This design comes from an exercise in tuning for small area on the open sky130 flow, not from production work.
In this exercise RTL edits were held to simulation tests only and were not proved equivalent to the original.

===== flow/run.sh =====
#!/bin/bash
# synth_recipe.tcl (not shown) runs the flow's synth.tcl, then flattens the netlist and writes it again
# the make line also repeats each setting of config.mk as NAME=value (left out here)
make -C /OpenROAD-flow-scripts/flow DESIGN_CONFIG=/design/flow/config.mk WORK_HOME=/design/flow/orfs CLKGATE_MAP_FILE= SYNTH_SCRIPT=/design/flow/synth_recipe.tcl finish

===== flow/config.mk =====
export PLATFORM = sky130hd
export DESIGN_NAME = mmult
export DESIGN_NICKNAME = mmult
export VERILOG_FILES = /design/flow/design.v
export SDC_FILE = /design/flow/constraint.sdc
export NUM_CORES = 4
export LEC_CHECK = 0
export CAP_MARGIN = 20
export CORE_MARGIN = 2
export CORE_UTILIZATION = 40
export SLEW_MARGIN = 20

===== flow/constraint.sdc =====
create_clock -name core_clock -period 10.0 [get_ports {clk}]
set_input_delay 2.0000 -clock core_clock [delete_from_list [all_inputs] [get_ports {clk}]]
set_output_delay 2.0000 -clock core_clock [all_outputs]
set_load 0.01 [all_outputs]

===== flow/design.v =====
module mmult(
    input clk,
    input reset_n,
    input enable,
    input [0:9*8-1] A_mat,
    input [0:9*8-1] B_mat,
    output reg valid,
    output reg [0:9*18-1] C_mat
);
    reg [1:0] cycle;
    reg [53:0] r0, r1, r2;
    wire [0:23] a_row = cycle[1] ? A_mat[48:71] : (cycle[0] ? A_mat[24:47] : A_mat[0:23]);
    wire [7:0] a0 = a_row[0:7];
    wire [7:0] a1 = a_row[8:15];
    wire [7:0] a2 = a_row[16:23];
    wire [17:0] c0 = a0 * B_mat[0:7]   + a1 * B_mat[24:31] + a2 * B_mat[48:55];
    wire [17:0] c1 = a0 * B_mat[8:15]  + a1 * B_mat[32:39] + a2 * B_mat[56:63];
    wire [17:0] c2 = a0 * B_mat[16:23] + a1 * B_mat[40:47] + a2 * B_mat[64:71];
    always @(posedge clk) begin
        if (enable) begin
            r0 <= r1;
            r1 <= r2;
            r2 <= {c0, c1, c2};
        end
    end
    always @(posedge clk or negedge reset_n) begin
        if (!reset_n) begin
            valid <= 1'b0;
            cycle <= 2'd0;
            C_mat <= 162'd0;
        end else if (enable) begin
            cycle <= cycle + 2'd1;
            if (cycle == 2'd3) begin
                C_mat <= {r0, r1, r2};
                valid <= 1'b1;
            end
        end else begin
            valid <= 1'b0;
        end
    end
endmodule

==> impl_metrics.tcl <==
set metrics [dict create \
    arrival_ns 8.64 \
    htreeDepth 2 \
    dr.pass1.iters 5 \
    ys_warn_count 1 \
    fin_crit_sh 0.835 \
    setup_tns_ns 0 \
    antenna_found_initial 12 \
    start_kind "primary input" \
    r2r_cells 22 \
    synth_top_cell_by_area "fa_1" \
    tightest_slew_ns 0.959 \
    num_rows 104 \
    endpoint_kind "register" \
    ioPinCount 310 \
    clkSinkCount 327 \
    path_clk_slew_ns 0.07 \
    synthArstFlopShare 0.505 \
    r2r-start "cycle[1]$_DFFE_PN0P_" \
    synth_top_area_frac 0.300 \
    syn_inst 2897 \
    synth_cell_types 58 \
    hp-class "register to register" \
    area_growth_pct 17.4 \
    syn_nets 3825 \
    cap_violations 0 \
    dpl.hpwl_um 61100 \
    final_hold_viol_count 0 \
    drcViolationCount 0 \
    synth_seq_area_share 0.279 \
    finClkSkew_ns 0.0306 \
    clock_latency_ns 0.56 \
    path_class "primary input to register" \
    slew-limit-headroom 0.360 \
    portBuffers 309 \
    rsz0062_at_grt "false" \
    netlist_area_um2 32200 \
    synth_seq_cells 327 \
    synth_edf_count 162 \
    ys.flop_type "dfrtp_1" \
    postCtsSetupRepairBufs 0 \
    whs_ns 0.439 \
    die_w_um 288 \
    dieArea_um2 82900 \
    coreArea_um2 80200 \
    drive_gt1_frac 0.0932 \
    finalSetupViolCount 0 \
    min_path_cells 0 \
    ant_nets 0 \
    crit_start "A_mat[35]" \
    status "timing/DRC/antenna clean" \
    start_util 0.402 \
    die_y_um 288 \
    ys_top_cells_by_area "fa_1 30%, edfxtp_1 15%, dfrtp_1 13%" \
    drtIter0Drc 943 \
    cts_hold_buf 0 \
    crit_required_ns 10.28 \
    layout_min_cycle_time_ns 8.35 \
    worstPathMaxFanout 10 \
    gp_congestion 0.847 \
    grt_pass1_vias 21700 \
    grt_pass1_wl_um 123000 \
    wirelength_um 76100 \
    nets 4133 \
    root_buffer "clkbuf_16" \
    cts_tree "done" \
    slew_violations 0 \
    grtUsageTotal 0.192 \
    vias_per_cell 4.72 \
    post_drt_wl_per_cell_um 17.7 \
    numCtsBuffers 35 \
    grt.overflow.total 0 \
    cts_max_path_buffers 3 \
    syn_avg_cell_area_um2 11.1 \
    grt_max_degree 104 \
    max_freq_mhz 120 \
    route.vias.total 20300 \
    cts-resized-gates 0 \
    min_from "r1[9]$_DFFE_PP_" \
]
[registers in the layout, indices dropped and copies added, names as in the netlist]
name and count:
r0 54, valid 1, cycle 2, r1 54, C_mat 162, r2 54
[kinds of logic (layout without fill, tap and decap cells)]
logic type,after synthesis,in the layout,synth area share
AOI/OAI and AO/OA,119,119,0.0263
xor gates and xnor gates,35,35,0.00951
adders and majority gates,781,781,0.416
buffers and inverters,771,1105,0.0919
DFF,327,327,0.279
muxes,189,189,0.0650
other,0,5,0
and+or+nand+nor,675,675,0.113
[worst max-delay path: stages]
cell and delay (ns):
clkdlybuf4s50_1 0.39, mux2i_1 0.17, nor2_1 0.07, a21oi_2 0.57, buf_4 0.28, nor2b_1 0.07
fa_1 0.50, inv_1 0.05, fa_1 0.53, inv_1 0.05, fa_1 0.45, fa_1 0.51
fa_1 0.46, fa_1 0.50, inv_1 0.05, fa_1 0.49, inv_1 0.05, ha_1 0.33
o21a_1 0.14, o31a_1 0.16, nor2_1 0.09, o31ai_2 0.40, o22ai_1 0.17, xnor2_1 0.15
[stage by stage]
| stage | utilization | instance area (µm²) | setup slack [ns] | instances |
|---|---|---|---|---|
| 6_report | 0.472 | 37800 | 1.65 | 4296 |
| 3_5_place_dp | 0.457 | 36700 | 1.09 | 4228 |
| 2_1_floorplan | - | 32200 | 2.00 | 2897 |
| 5_1_grt | 0.472 | 37800 | 1.31 | 4291 |
| 4_1_cts | 0.472 | 37800 | 1.71 | 4291 |
| 3_3_place_gp | 0.457 | 36700 | 1.19 | 4228 |
[cells in the final DEF, fill, tap and decap left out, types with 51 or more instances in the layout]
cell	count
inv_1	692
fa_1	483
and2_1	319
clkdlybuf4s50_1	307
ha_1	298
nand2_1	220
dfrtp_1	163
mux2_2	163
edfxtp_1	162
nor2b_1	51
[synthesized netlist by cell type, types with 16 or more instances]
cell and number:
nor2_1 28, and2b_1 17, inv_1 692, a21oi_1 27
dfrtp_1 165, xnor2_1 25, o21ai_0 16, buf_2 37
nand2_1 221, edfxtp_1 162, ha_1 298, mux2i_1 26
nor2b_1 51, fa_1 483, mux2_2 163, and2_1 319
clkbuf_1 34
[final timing paths]
check                                         to  slack [ns]
min reg2reg                      r0[9]$_DFFE_PP_        0.44
max                             r2[15]$_DFFE_PP_        1.65
min in group asynchronous   C_mat[0]$_DFFE_PN0P_        1.47
min                              r0[9]$_DFFE_PP_        0.44
max reg2reg                     r2[49]$_DFFE_PP_        2.26
max in group asynchronous  C_mat[77]$_DFFE_PN0P_        6.72
[routing by layer]
layer | wire length, µm | part of all wire | track usage | vias up
met1 | 33900 | 0.45 | 0.260 | 10300
met5 | 57 | 0.00075 | 0 | -
li1 | - | - | - | 9471
met4 | 1250 | 0.016 | 0.0372 | 10
met3 | 4220 | 0.055 | 0.0338 | 67
met2 | 36700 | 0.48 | 0.323 | 403
[layout make-up]
class	instances	area [µm²]
clock buffer	44	941
antenna	5	12.5
clock inverter	19	223
tap	1060	1330
inverter	692	2600
timing repair buffer	350	3420
sequential	327	9000
multi-input combinational	1799	20300
fill	7543	42300

[separate check: timing with driven ports]
The flow's constraints put no driver on any port. The routed layout listed below was extracted and timed again, unchanged, in two steps. Step 1 assumes that a clkbuf_16 drives the clock port and a buf_2 every other input. Step 2 moves the port delays by t, midway between the first and last clock arrival at a register: inputs arrive t later, outputs are due t later. That takes back most of the time a late clock gives input paths. Three values: ideal ports, drivers, drivers and shift; two values: the first two.
t (ns): 0.605
setup slack, ns: 1.649 / 1.689 / 1.084
worst hold slack (ns): 0.439 / 0.439 / 0.439
worst setup path after step 2: input to register
slew at the worst register clock pin (ns): 0.08 / 0.08
After both steps this run still meets setup and hold. The setup slack of this run moves by +0.040 ns with the drivers and by -0.565 ns with both steps.
